From an optimization exercise on the open Yosys and OpenROAD flow, aimed at small area, a short achievable clock period and few clock cycles; shortcuts taken in it are not production practice.
The RTL was checked by simulation tests, not by an equivalence proof against the original design.

==> inputs of build 8 <==
==> flow/design.v (excerpt) <==
module systolic_mm (
    input clk,
    input rst_n,
    input in_valid,
    input in_last,
    input [55:0] a_col,
    input [55:0] b_row,
    output reg out_valid,
    output reg [55:0] out_data
);
make LEC_CHECK=0 ABC_CLOCK_PERIOD_IN_PS=3000 CAP_MARGIN=20 CORE_MARGIN=2 CORE_UTILIZATION=50 SETUP_SLACK_MARGIN=4.2 SLEW_MARGIN=20 SYNTH_HIERARCHICAL=1 SYNTH_MINIMUM_KEEP_SIZE=0 finish   # period 7.5 ns
run.sh (not shown) runs the stock make flow with config.mk's settings and CLKGATE_MAP_FILE= SYNTH_SCRIPT=/design/flow/synth_recipe.tcl, a recipe that flattens the netlist after the stock synthesis.
==> build 32 (differences from build 8) <==
--- a/flow/design.v
+++ b/flow/design.v
@@ -755,40 +755,31 @@
     reg [223:0] tbl;
     begin
         tbl = {14'd9551, 14'd6813, 14'd4075, 14'd1337, 14'd10888, 14'd8150, 14'd5412, 14'd2674, 14'd6877, 14'd4139, 14'd1401, 14'd10952, 14'd8214, 14'd5476, 14'd2738, 14'd0};
         lut4 = tbl[v * 14 +: 14];
     end
 endfunction
-function [15:0] cconst;          
-    input [2:0] h;
-    input [1:0] k;
-    reg [127:0] tbl0, tbl1, tbl2;
-    begin
-        tbl0 = {16'd4087, 16'd12281, 16'd8186, 16'd4091, 16'd12285, 16'd8190, 16'd4095, 16'd0};
-        tbl1 = {16'd57334, 16'd65528, 16'd61433, 16'd57338, 16'd65532, 16'd61437, 16'd57342, 16'd53247};
-        tbl2 = {16'd45045, 16'd53239, 16'd49144, 16'd45049, 16'd53243, 16'd49148, 16'd45053, 16'd40958};
-        case (k)
-            2'd0: cconst = tbl0[h * 16 +: 16];
-            2'd1: cconst = tbl1[h * 16 +: 16];
-            default: cconst = tbl2[h * 16 +: 16];
-        endcase
-    end
-endfunction
 function [13:0] final_red;
     input [16:0] t;
-    reg [15:0] c0, c1, c2;
+    reg [159:0] rk_tbl;
+    reg [111:0] neg_tbl;
+    reg [4:0] rk;               
+    reg [3:0] lo;               
+    reg [8:0] mid;              
+    reg [1:0] hi;               
     begin
-        c0 = {2'b00, t[13:0]} + cconst(t[16:14], 2'd0);
-        c1 = {2'b00, t[13:0]} + cconst(t[16:14], 2'd1);
-        c2 = {2'b00, t[13:0]} + cconst(t[16:14], 2'd2);
-        if (!c2[15])
-            final_red = c2[13:0];
-        else if (!c1[15])
-            final_red = c1[13:0];
+        rk_tbl = {5'd10, 5'd10, 5'd25, 5'd9, 5'd9, 5'd24, 5'd8, 5'd8, 5'd23, 5'd15, 5'd7, 5'd22, 5'd14, 5'd6, 5'd21, 5'd13, 5'd5, 5'd20, 5'd12, 5'd4, 5'd19, 5'd11, 5'd3, 5'd18, 5'd10, 5'd2, 5'd17, 5'd9, 5'd1, 5'd16, 5'd8, 5'd0};
+        neg_tbl = {14'd12288, 14'd12287, 14'd12286, 14'd12285, 14'd12284, 14'd12283, 14'd0, 14'd0};
+        rk = rk_tbl[t[16:12] * 5 +: 5];
+        lo = {1'b0, t[2:0]} - {1'b0, rk[2:0]};
+        mid = lo[3] ? t[11:3] - 9'd1 : t[11:3];
+        hi = (lo[3] && t[11:3] == 9'd0) ? rk[4:3] - 2'd1 : rk[4:3];
+        if (lo[3] && t[11:3] == 9'd0 && rk[4:3] == 2'd0)
+            final_red = neg_tbl[lo[2:0] * 14 +: 14];     
         else
-            final_red = c0[13:0];
+            final_red = {hi, mid, lo[2:0]};
     end
 endfunction
 wire [33:0] xs = ({34{fin_s[0]}} & acc_s[33:0])   | ({34{fin_s[1]}} & acc_s[67:34]) |
                  ({34{fin_s[2]}} & acc_s[101:68]) | ({34{fin_s[3]}} & acc_s[135:102]);
 wire [33:0] xc = ({34{fin_c[0]}} & acc_c[33:0])   | ({34{fin_c[1]}} & acc_c[67:34]) |
                  ({34{fin_c[2]}} & acc_c[101:68]) | ({34{fin_c[3]}} & acc_c[135:102]);
--- a/flow/config.mk
+++ b/flow/config.mk
@@ -5,11 +5,12 @@
 export SDC_FILE = /design/flow/constraint.sdc
 export NUM_CORES = 4
 export LEC_CHECK = 0
 export ABC_CLOCK_PERIOD_IN_PS = 3000
 export CAP_MARGIN = 20
 export CORE_MARGIN = 2
-export CORE_UTILIZATION = 50
+export CORE_UTILIZATION = 65
+export PLACE_DENSITY = 0.72
 export SETUP_SLACK_MARGIN = 4.2
 export SLEW_MARGIN = 20
 export SYNTH_HIERARCHICAL = 1
 export SYNTH_MINIMUM_KEEP_SIZE = 0
==> trial 19 (differences from build 8) <==
--- a/flow/design.v
+++ b/flow/design.v
@@ -755,40 +755,31 @@
     reg [223:0] tbl;
     begin
         tbl = {14'd9551, 14'd6813, 14'd4075, 14'd1337, 14'd10888, 14'd8150, 14'd5412, 14'd2674, 14'd6877, 14'd4139, 14'd1401, 14'd10952, 14'd8214, 14'd5476, 14'd2738, 14'd0};
         lut4 = tbl[v * 14 +: 14];
     end
 endfunction
-function [15:0] cconst;          
-    input [2:0] h;
-    input [1:0] k;
-    reg [127:0] tbl0, tbl1, tbl2;
-    begin
-        tbl0 = {16'd4087, 16'd12281, 16'd8186, 16'd4091, 16'd12285, 16'd8190, 16'd4095, 16'd0};
-        tbl1 = {16'd57334, 16'd65528, 16'd61433, 16'd57338, 16'd65532, 16'd61437, 16'd57342, 16'd53247};
-        tbl2 = {16'd45045, 16'd53239, 16'd49144, 16'd45049, 16'd53243, 16'd49148, 16'd45053, 16'd40958};
-        case (k)
-            2'd0: cconst = tbl0[h * 16 +: 16];
-            2'd1: cconst = tbl1[h * 16 +: 16];
-            default: cconst = tbl2[h * 16 +: 16];
-        endcase
-    end
-endfunction
 function [13:0] final_red;
     input [16:0] t;
-    reg [15:0] c0, c1, c2;
+    reg [159:0] rk_tbl;
+    reg [111:0] neg_tbl;
+    reg [4:0] rk;               
+    reg [3:0] lo;               
+    reg [8:0] mid;              
+    reg [1:0] hi;               
     begin
-        c0 = {2'b00, t[13:0]} + cconst(t[16:14], 2'd0);
-        c1 = {2'b00, t[13:0]} + cconst(t[16:14], 2'd1);
-        c2 = {2'b00, t[13:0]} + cconst(t[16:14], 2'd2);
-        if (!c2[15])
-            final_red = c2[13:0];
-        else if (!c1[15])
-            final_red = c1[13:0];
+        rk_tbl = {5'd10, 5'd10, 5'd25, 5'd9, 5'd9, 5'd24, 5'd8, 5'd8, 5'd23, 5'd15, 5'd7, 5'd22, 5'd14, 5'd6, 5'd21, 5'd13, 5'd5, 5'd20, 5'd12, 5'd4, 5'd19, 5'd11, 5'd3, 5'd18, 5'd10, 5'd2, 5'd17, 5'd9, 5'd1, 5'd16, 5'd8, 5'd0};
+        neg_tbl = {14'd12288, 14'd12287, 14'd12286, 14'd12285, 14'd12284, 14'd12283, 14'd0, 14'd0};
+        rk = rk_tbl[t[16:12] * 5 +: 5];
+        lo = {1'b0, t[2:0]} - {1'b0, rk[2:0]};
+        mid = lo[3] ? t[11:3] - 9'd1 : t[11:3];
+        hi = (lo[3] && t[11:3] == 9'd0) ? rk[4:3] - 2'd1 : rk[4:3];
+        if (lo[3] && t[11:3] == 9'd0 && rk[4:3] == 2'd0)
+            final_red = neg_tbl[lo[2:0] * 14 +: 14];     
         else
-            final_red = c0[13:0];
+            final_red = {hi, mid, lo[2:0]};
     end
 endfunction
 wire [33:0] xs = ({34{fin_s[0]}} & acc_s[33:0])   | ({34{fin_s[1]}} & acc_s[67:34]) |
                  ({34{fin_s[2]}} & acc_s[101:68]) | ({34{fin_s[3]}} & acc_s[135:102]);
 wire [33:0] xc = ({34{fin_c[0]}} & acc_c[33:0])   | ({34{fin_c[1]}} & acc_c[67:34]) |
                  ({34{fin_c[2]}} & acc_c[101:68]) | ({34{fin_c[3]}} & acc_c[135:102]);
--- a/flow/config.mk
+++ b/flow/config.mk
@@ -6,10 +6,12 @@
 export NUM_CORES = 4
 export LEC_CHECK = 0
 export ABC_CLOCK_PERIOD_IN_PS = 3000
 export CAP_MARGIN = 20
 export CORE_MARGIN = 2
 export CORE_UTILIZATION = 50
-export SETUP_SLACK_MARGIN = 4.2
+export CTS_CLUSTER_DIAMETER = 80
+export CTS_CLUSTER_SIZE = 30
+export SETUP_SLACK_MARGIN = 4.3
 export SLEW_MARGIN = 20
 export SYNTH_HIERARCHICAL = 1
 export SYNTH_MINIMUM_KEEP_SIZE = 0
==> build 55 (differences from build 8) <==
--- a/flow/design.v
+++ b/flow/design.v
@@ -1,31 +1,32 @@
 module mod_mult_m_14 (
     input  wire        clk,
+    input  wire        rst_n,
     input  wire        st,           
     input  wire [20:0] e,
     input  wire [13:0] b,
     output reg  [33:0] acc_s,
     output reg  [33:0] acc_c
 );
-wire clr_s, clr_c;
-flag_reg #(.W(1)) u_clr_s (.clk(clk), .d(st), .q(clr_s));
-flag_reg #(.W(1)) u_clr_c (.clk(clk), .d(st), .q(clr_c));
+reg clr;
+always @(posedge clk)
+    clr <= st;
 wire [6:0] neg = e[6:0];
 wire [6:0] one = e[13:7];
 wire [6:0] two = e[20:14];
 wire [14:0] b1 = {1'b0, b};         
 wire [14:0] b2 = {b, 1'b0};         
 wire [14:0] pp0 = (({15{one[0]}} & b1) | ({15{two[0]}} & b2)) ^ {15{neg[0]}};
 wire [14:0] pp1 = (({15{one[1]}} & b1) | ({15{two[1]}} & b2)) ^ {15{neg[1]}};
 wire [14:0] pp2 = (({15{one[2]}} & b1) | ({15{two[2]}} & b2)) ^ {15{neg[2]}};
 wire [14:0] pp3 = (({15{one[3]}} & b1) | ({15{two[3]}} & b2)) ^ {15{neg[3]}};
 wire [14:0] pp4 = (({15{one[4]}} & b1) | ({15{two[4]}} & b2)) ^ {15{neg[4]}};
 wire [14:0] pp5 = (({15{one[5]}} & b1) | ({15{two[5]}} & b2)) ^ {15{neg[5]}};
 wire [14:0] pp6 = (({15{one[6]}} & b1) | ({15{two[6]}} & b2)) ^ {15{neg[6]}};
-wire [33:0] gs = clr_s ? 34'd0 : acc_s;
-wire [33:0] gc = clr_c ? 34'd0 : acc_c;
+wire [33:0] gs = clr ? 34'd0 : acc_s;
+wire [33:0] gc = clr ? 34'd0 : acc_c;
 wire n1 = neg[6] ^ gs[12];
 wire n2 = neg[6] & gs[12];
 wire n3 = gs[13] ^ gc[13];
 wire n4 = gs[13] & gc[13];
 wire n5 = gs[14] ^ gc[14];
 wire n6 = gs[14] & gc[14];
@@ -332,20 +333,12 @@
 fa_cell u_n306 (.a(gc[33]), .b(gs[32]), .c(n239), .s(n306), .co(n307));
 always @(posedge clk) begin
     acc_s <= {n306, n304, n302, n300, n298, n296, n294, n292, n290, n288, n286, n284, n282, n280, n278, n276, n274, n272, n270, n268, n266, n264, n262, n260, n258, n256, n254, n252, n250, n248, n246, n244, n242, n240};
     acc_c <= {n305, n303, n301, n299, n297, n295, n293, n291, n289, n287, n285, n283, n281, n279, n277, n275, n273, n271, n269, n267, n265, n263, n261, n259, n257, n255, n253, n251, n249, n247, n245, n243, n241, n178};
 end
 endmodule
-module flag_reg #(parameter W = 1) (
-    input  wire         clk,
-    input  wire [W-1:0] d,
-    output reg  [W-1:0] q
-);
-    always @(posedge clk)
-        q <= d;
-endmodule
 module fa_cell (
     input  wire a,
     input  wire b,
     input  wire c,
     output wire s,
     output wire co
@@ -682,12 +675,13 @@
 genvar gi, gj;
 generate
     for (gi = 0; gi < 4; gi = gi + 1) begin : g_row
         for (gj = 0; gj < 4; gj = gj + 1) begin : g_col
             mod_mult_m_14 u_mac (
                 .clk(clk),
+                .rst_n(rst_n),
                 .st(st_pe[gi]),
                 .e(e_row[gi]),
                 .b(b_row_d[gi][gj*14 +: 14]),
                 .acc_s(acc_s[gi][gj]),
                 .acc_c(acc_c[gi][gj])
             );
@@ -696,31 +690,33 @@
 endgenerate
 wire [13:0] res [0:3];
 generate
     for (gj = 0; gj < 4; gj = gj + 1) begin : g_red
         mod_red u_red (
             .clk(clk),
+            .rst_n(rst_n),
             .ls(ls_d),
             .acc_s({acc_s[3][gj], acc_s[2][gj], acc_s[1][gj], acc_s[0][gj]}),
             .acc_c({acc_c[3][gj], acc_c[2][gj], acc_c[1][gj], acc_c[0][gj]}),
             .res(res[gj])
         );
     end
 endgenerate
 always @(*) out_data = {res[3], res[2], res[1], res[0]};
 endmodule
 module mod_red (
     input  wire         clk,
+    input  wire         rst_n,
     input  wire [3:0]   ls,           
     input  wire [135:0] acc_s,        
     input  wire [135:0] acc_c,
     output reg  [13:0]  res
 );
-wire [3:0] fin_s, fin_c;
-flag_reg #(.W(4)) u_fin_s (.clk(clk), .d(ls), .q(fin_s));
-flag_reg #(.W(4)) u_fin_c (.clk(clk), .d(ls), .q(fin_c));
+reg [3:0] fin;
+always @(posedge clk)
+    fin <= ls;
 function [13:0] lut0;       
     input [3:0] v;
     reg [223:0] tbl;
     begin
         tbl = {14'd12269, 14'd8174, 14'd4079, 14'd12273, 14'd8178, 14'd4083, 14'd12277, 14'd8182, 14'd4087, 14'd12281, 14'd8186, 14'd4091, 14'd12285, 14'd8190, 14'd4095, 14'd0};
         lut0 = tbl[v * 14 +: 14];
@@ -785,16 +781,16 @@
         else if (!c1[15])
             final_red = c1[13:0];
         else
             final_red = c0[13:0];
     end
 endfunction
-wire [33:0] xs = ({34{fin_s[0]}} & acc_s[33:0])   | ({34{fin_s[1]}} & acc_s[67:34]) |
-                 ({34{fin_s[2]}} & acc_s[101:68]) | ({34{fin_s[3]}} & acc_s[135:102]);
-wire [33:0] xc = ({34{fin_c[0]}} & acc_c[33:0])   | ({34{fin_c[1]}} & acc_c[67:34]) |
-                 ({34{fin_c[2]}} & acc_c[101:68]) | ({34{fin_c[3]}} & acc_c[135:102]);
+wire [33:0] xs = ({34{fin[0]}} & acc_s[33:0])   | ({34{fin[1]}} & acc_s[67:34]) |
+                 ({34{fin[2]}} & acc_s[101:68]) | ({34{fin[3]}} & acc_s[135:102]);
+wire [33:0] xc = ({34{fin[0]}} & acc_c[33:0])   | ({34{fin[1]}} & acc_c[67:34]) |
+                 ({34{fin[2]}} & acc_c[101:68]) | ({34{fin[3]}} & acc_c[135:102]);
 wire [33:0] xa_p = xs ^ xc;
 wire [33:0] xa_g = xs & xc;
 wire [33:0] xa_c;
 pfx34 u_xa (.g(xa_g), .p(xa_p), .c(xa_c));
 wire [33:0] xa = xa_p ^ {xa_c[32:0], 1'b0};
 reg [33:0] x_r;
==> impl_metrics.py <==
metrics = {
    "critical_path": {
        "startpoint": "g_red[1].u_red.fin[0]",
        "cp_num_buf_inv": 2,
    },
    "power_and_ir_drop": {
        "irDropWorstVdd_mv": 0.325,
    },
    "finish": {
        "seq_cells": 1909,
        "stdcell_area_um2": 174000,
    },
    "timing": {
        "fin_crit_ns": 3.33,
    },
    "status": {
        "outcome": "complete, no violations",
    },
    "global_route": {
        "grt_util_met3_pct": 7.95,
    },
}
the above is filed under build 55

==> impl_metrics.py <==
metrics = {
    "finish": {
        "fin_cells": 17100,
        "n_fill_cell": 17100,
    },
    "global_route": {
        "grt.overflow.total": 0,
        "grt_pass1_wl_um": 774000,
    },
    "power_and_ir_drop": {
        "irDropWorstVdd_mv": 0.348,
    },
    "clock_tree": {
        "cts-root-buf": "clkbuf_16",
    },
    "place": {
        "dpl.cell_count": 16400,
        "gp_congestion": 1.03,
    },
    "critical_path": {
        "cp_num_buf_inv": 1,
        "rrSetupSlack_ns": 4.14,
        "startpoint": "g_red[2].u_red.u_fin_s.q[1]",
    },
    "status": {
        "outcome": "complete, no violations",
    },
}
the above is filed under build 32

==> impl_metrics.py <==
metrics = {
    "status": {
        "outcome": "complete, no violations",
    },
    "critical_path": {
        "endpoint_kind": "flip-flop",
        "startpoint": "g_red[1].u_red.u_fin_s.q[1]",
        "cp_num_buf_inv": 1,
    },
    "finish": {
        "seq_cells": 1941,
        "stdcell_area_um2": 175000,
    },
    "worst_hold_path": {
        "worstHoldStart": "a3_d1[7]",
    },
    "power_and_ir_drop": {
        "irDropWorstVdd_mv": 0.347,
    },
    "yosys": {
        "netlist_area_um2": 160000,
    },
}
the above is filed under build 8

==> impl_metrics.py <==
metrics = {
    "critical_path": {
        "startpoint": "g_red[0].u_red.u_fin_c.q[2]",
        "cp_num_buf_inv": 1,
        "critical_path_arrival_ns": 4.06,
    },
    "global_route": {
        "grtUsageMet2_pct": 51.6,
    },
    "finish": {
        "seq_cells": 1941,
        "stdcell_area_um2": 171000,
    },
    "power_and_ir_drop": {
        "irDropWorstVdd_mv": 0.342,
    },
    "timing": {
        "fin_crit_ns": 3.24,
    },
    "status": {
        "outcome": "complete, no violations",
    },
}
the above is filed under trial 19

Testbench counts of build 8, summed over its fixed seeds: cycles 6,216.
Testbench counts of build 32, summed over its fixed seeds: cycles 6,216.
Testbench counts of trial 19, summed over its fixed seeds: cycles 6,216.
Testbench counts of build 55, summed over its fixed seeds: cycles 6,216.

port drivers added, routing unchanged:
How much do the figures lean on ideal ports? The routed layouts below were timed once more, with nothing changed but the port constraints.
Step 1, drivers: a clkbuf_16 drives clk and a buf_2 each remaining input, both assumed.
Step 2 adds t to the input delays and takes it off the output delays; t is the mean of the earliest and latest rising clock arrival at the registers after step 1. Input paths then give back, and output paths get back, about the clock's delay inside the block.
a / b / c = ideal / step 1 / step 2; a / b = the first two.
| run | shift t [ns] | slack for setup (ns) | clock arrival spread, ns | slew at the worst register clock pin (ns) |
|---|---|---|---|---|
| build 8 | 1.059 | 4.185 / 4.048 / 2.988 | 0.069 / 0.069 | 0.07 / 0.07 |
| build 32 | 0.984 | 4.141 / 4.141 / 3.451 | 0.063 / 0.062 | 0.07 / 0.07 |
| trial 19 | 0.996 | 4.255 / 4.255 / 3.576 | 0.068 / 0.068 | 0.11 / 0.11 |
| build 55 | 1.067 | 4.169 / 4.168 / 3.246 | 0.070 / 0.069 | 0.07 / 0.07 |
After both steps every run listed still meets setup and hold. The setup slack of build 8, which loses most, moves by -0.137 ns with the drivers and by -1.197 ns with both steps.
